What follows belongs to an exercise in optimizing a design on an open flow for small area, a short achievable clock period and few clock cycles; a production flow would make more cautious choices.
The RTL was checked by simulation tests, not by an equivalence proof against the original design.
Power figures rest on the tool's default switching activity, not on a simulated workload.

==> flow/design.v (excerpt) <==
module FFT(
input clk,
input rst_n,
input in_valid,
input signed [11:0] din_r,
input signed [11:0] din_i,
output out_valid,
output signed [15:0] dout_r,
output signed [15:0] dout_i
);
integer k;
function [21:0] tc1;
    input [3:0] n;
    case (n)
        4'd0: tc1 = 22'b0000000000_000000_000010;   
        4'd1: tc1 = 22'b1100010101_000010_000010;   
        4'd2: tc1 = 22'b1111001111_000011_000011;   
        4'd3: tc1 = 22'b1010101100_000001_000011;   
        4'd4: tc1 = 22'b1011100000_000010_000100;   
        4'd5: tc1 = 22'b1010101100_000001_000010;   
        4'd6: tc1 = 22'b1111001111_000011_000010;   
        4'd7: tc1 = 22'b1100010101_000010_000001;   
        4'd8: tc1 = 22'b0000000000_000000_000010;   
        4'd9: tc1 = 22'b1100010101_000010_000010;   
        4'd10: tc1 = 22'b1111001111_000011_000011;   
        4'd11: tc1 = 22'b1010101100_000001_000011;   
        4'd12: tc1 = 22'b1011100000_000010_000100;   
        4'd13: tc1 = 22'b1010101100_000001_000010;   
        4'd14: tc1 = 22'b1111001111_000011_000010;   
        4'd15: tc1 = 22'b1100010101_000010_000001;   
        default: tc1 = 22'd0;
    endcase
endfunction
function [0:0] ts1;
    input [3:0] n;
    case (n)
        4'd0: ts1 = 1'b0;
        4'd1: ts1 = 1'b0;
        4'd2: ts1 = 1'b0;
        4'd3: ts1 = 1'b0;
        4'd4: ts1 = 1'b0;
        4'd5: ts1 = 1'b1;
        4'd6: ts1 = 1'b1;
        4'd7: ts1 = 1'b1;
        4'd8: ts1 = 1'b0;
        4'd9: ts1 = 1'b0;
        4'd10: ts1 = 1'b0;
        4'd11: ts1 = 1'b0;
        4'd12: ts1 = 1'b0;
        4'd13: ts1 = 1'b1;
        4'd14: ts1 = 1'b1;
        4'd15: ts1 = 1'b1;
        default: ts1 = 1'd0;
    endcase
endfunction
function [0:0] te1;
    input [3:0] n;
    case (n)
        4'd0: te1 = 1'b0;
        4'd1: te1 = 1'b0;
        4'd2: te1 = 1'b0;
        4'd3: te1 = 1'b0;
        4'd4: te1 = 1'b1;
        4'd5: te1 = 1'b0;
        4'd6: te1 = 1'b0;
        4'd7: te1 = 1'b0;
        4'd8: te1 = 1'b0;
        4'd9: te1 = 1'b0;
        4'd10: te1 = 1'b0;
        4'd11: te1 = 1'b0;
        4'd12: te1 = 1'b1;
        4'd13: te1 = 1'b0;
        4'd14: te1 = 1'b0;
        4'd15: te1 = 1'b0;
        default: te1 = 1'd0;
    endcase
endfunction
function [1:0] wr1;
    input [3:0] n;
  ...
Size in the first run: ~2300 flip-flops.
Settings: LEC_CHECK=0, CAP_MARGIN=20, CORE_MARGIN=2, CORE_UTILIZATION=60, PLACE_DENSITY=0.7, SLEW_MARGIN=20; clock period 12.0 ns.
standard.sh (not shown) runs the stock make flow with config.mk's settings and CLKGATE_MAP_FILE= SYNTH_SCRIPT=/design/flow/synth_recipe.tcl, a recipe that flattens the netlist after the stock synthesis.
==> flow/flow/run.sh <==
#!/bin/bash
# Layout flow: the standard flow (standard.sh, its synthesis unchanged)
# with these settings:
#   - 60% core utilization, placement density 0.7;
#   - repair_timing aiming for 8.35 ns of setup slack on the design's
#     12 ns clock (the clock and constraints themselves are unchanged),
#     on the worst 20% of the endpoints that miss that;
#   - clock tree sinks clustered 30 at a time within 80 um;
#   - port buffers made from buf_4 cells.
# Full tool output goes to standard.log (and ORFS's per-step logs under orfs/).
set -e
bash standard.sh CORE_UTILIZATION=60 PLACE_DENSITY=0.7 \
    SETUP_SLACK_MARGIN=8.35 TNS_END_PERCENT=20 \
    CTS_CLUSTER_SIZE=30 CTS_CLUSTER_DIAMETER=80 SKIP_GATE_CLONING=1 \
    'BUFFER_PORTS_ARGS=-buffer_cell sky130_fd_sc_hd__buf_4' finish > standard.log 2>&1
The baseline completed with no timing, DRC or antenna violations.
Testbench counts at the start, summed over its fixed seeds: cycles 22,784.
Change:
--- a/flow/flow/run.sh
+++ b/flow/flow/run.sh
@@ -14 +14 @@
-    CTS_CLUSTER_SIZE=30 CTS_CLUSTER_DIAMETER=80 SKIP_GATE_CLONING=1 \
+    CTS_CLUSTER_SIZE=28 CTS_CLUSTER_DIAMETER=90 \
Cell count is about the same.
Wire length fell by about 0.4%.
Maximum frequency is about the same.
Change:
==> flow/flow/run.sh (replaced) <==
#!/bin/bash
# Layout flow: the standard flow (standard.sh, unchanged synthesis),
# with repair_timing aiming for 8.35 ns of setup slack and the port buffers
# made from buf_4 cells. Full tool output goes to standard.log.
set -e
bash standard.sh CORE_UTILIZATION=60 PLACE_DENSITY=0.7 SETUP_SLACK_MARGIN=8.35 TNS_END_PERCENT=100 CTS_CLUSTER_SIZE=30 CTS_CLUSTER_DIAMETER=80 \
    'BUFFER_PORTS_ARGS=-buffer_cell sky130_fd_sc_hd__buf_4' finish > standard.log 2>&1
The new run passed the timing, design-rule and antenna checks.
Die area does not change.
Total power increases by 1.7%.
Maximum frequency is about the same.
Synthesized area stays the same.
Sequential share of layout area decreases by 0.54 points.
Hold slack gets worse by 0.0038 ns.
Core utilization increases by 0.82 points.
Setup slack gets better by 0.0057 ns.
Final area increases by 1.3%.
Change:
==> flow/flow/run.sh (replaced) <==
#!/bin/bash
# Layout flow: the standard flow (standard.sh, its synthesis unchanged)
# with these settings:
#   - 60% core utilization, placement density 0.7;
#   - repair_timing aiming for 8.35 ns of setup slack on the design's
#     12 ns clock (the clock and constraints themselves are unchanged),
#     on the worst 20% of the endpoints that miss that;
#   - clock tree sinks clustered 30 at a time within 80 um;
#   - port buffers made from buf_4 cells.
# Full tool output goes to standard.log (and ORFS's per-step logs under orfs/).
set -e
bash standard.sh CORE_UTILIZATION=60 PLACE_DENSITY=0.7 \
    SETUP_SLACK_MARGIN=8.35 TNS_END_PERCENT=20 \
    CTS_CLUSTER_SIZE=30 CTS_CLUSTER_DIAMETER=80 \
    'BUFFER_PORTS_ARGS=-buffer_cell sky130_fd_sc_hd__buf_4' finish > standard.log 2>&1
What happened: The new run ran to the end with no violations. Clock power barely changes. Power fell by 0.31%. Sequential cell count stays the same. Count of clock-buffer cells in the layout goes up by 2. Wire length grows by 0.47%. Setup slack barely changes. Cell area went down by 0.62%. Sequential share of layout area came out higher by 0.24 points. Global-route usage rises by 0.28 points. Non-clock buffer count decreases by 16. Register-to-register slack is worse by 0.09 ns.
Change:
--- a/flow/flow/run.sh
+++ b/flow/flow/run.sh
@@ -4 +4 @@
-#   - 60% core utilization, placement density 0.7;
+#   - 60% core utilization, placement density 0.8;
@@ -12 +12 @@
-bash standard.sh CORE_UTILIZATION=60 PLACE_DENSITY=0.7 \
+bash standard.sh CORE_UTILIZATION=60 PLACE_DENSITY=0.8 \
--- a/flow/config.mk
+++ b/flow/config.mk
@@ -11 +11 @@
-export PLACE_DENSITY = 0.7
+export PLACE_DENSITY = 0.8
What happened: Die area is unchanged. Final area increases by 0.32%. Sequential power is about the same. Setup slack is worse by 0.040 ns. Worst hold slack loses 0.025 ns. Total power hardly moves. Utilization rises by 0.21 points. Sequential share of layout area falls by 0.15 points. Wire length went down by 1.3%. Combinational power came out higher by about 0.4%. Clock power fell by about 2%.

port drivers added, routing unchanged:
Ports are ideal in the flow. The routed layouts listed here were re-timed in OpenROAD.
Step 1 assumes that a clkbuf_16 drives the clock port and a buf_2 every other input.
Step 2 adds t to the input delays and takes it off the output delays; t is the mean of the earliest and latest rising clock arrival at the registers after step 1. Input paths then give back, and output paths get back, about the clock's delay inside the block.
Three values: no drivers, after step 1, after step 2; two values: the first two.
run	t, ns	slack for setup (ns)	worst setup path after step 2
the first run	0.847	8.233 / 8.152 / 7.869	input to register
the second run	0.835	8.229 / 8.147 / 7.881	input to register
the third run	0.833	8.235 / 8.155 / 7.731	input to register
the fourth run	0.845	8.237 / 8.157 / 7.891	input to register
the fifth run	0.845	8.197 / 8.116 / 7.862	input to register
After both steps every run listed still meets setup and hold. For the third run, which loses most, drivers alone change the setup slack by -0.080 ns; drivers and shift together by -0.504 ns.
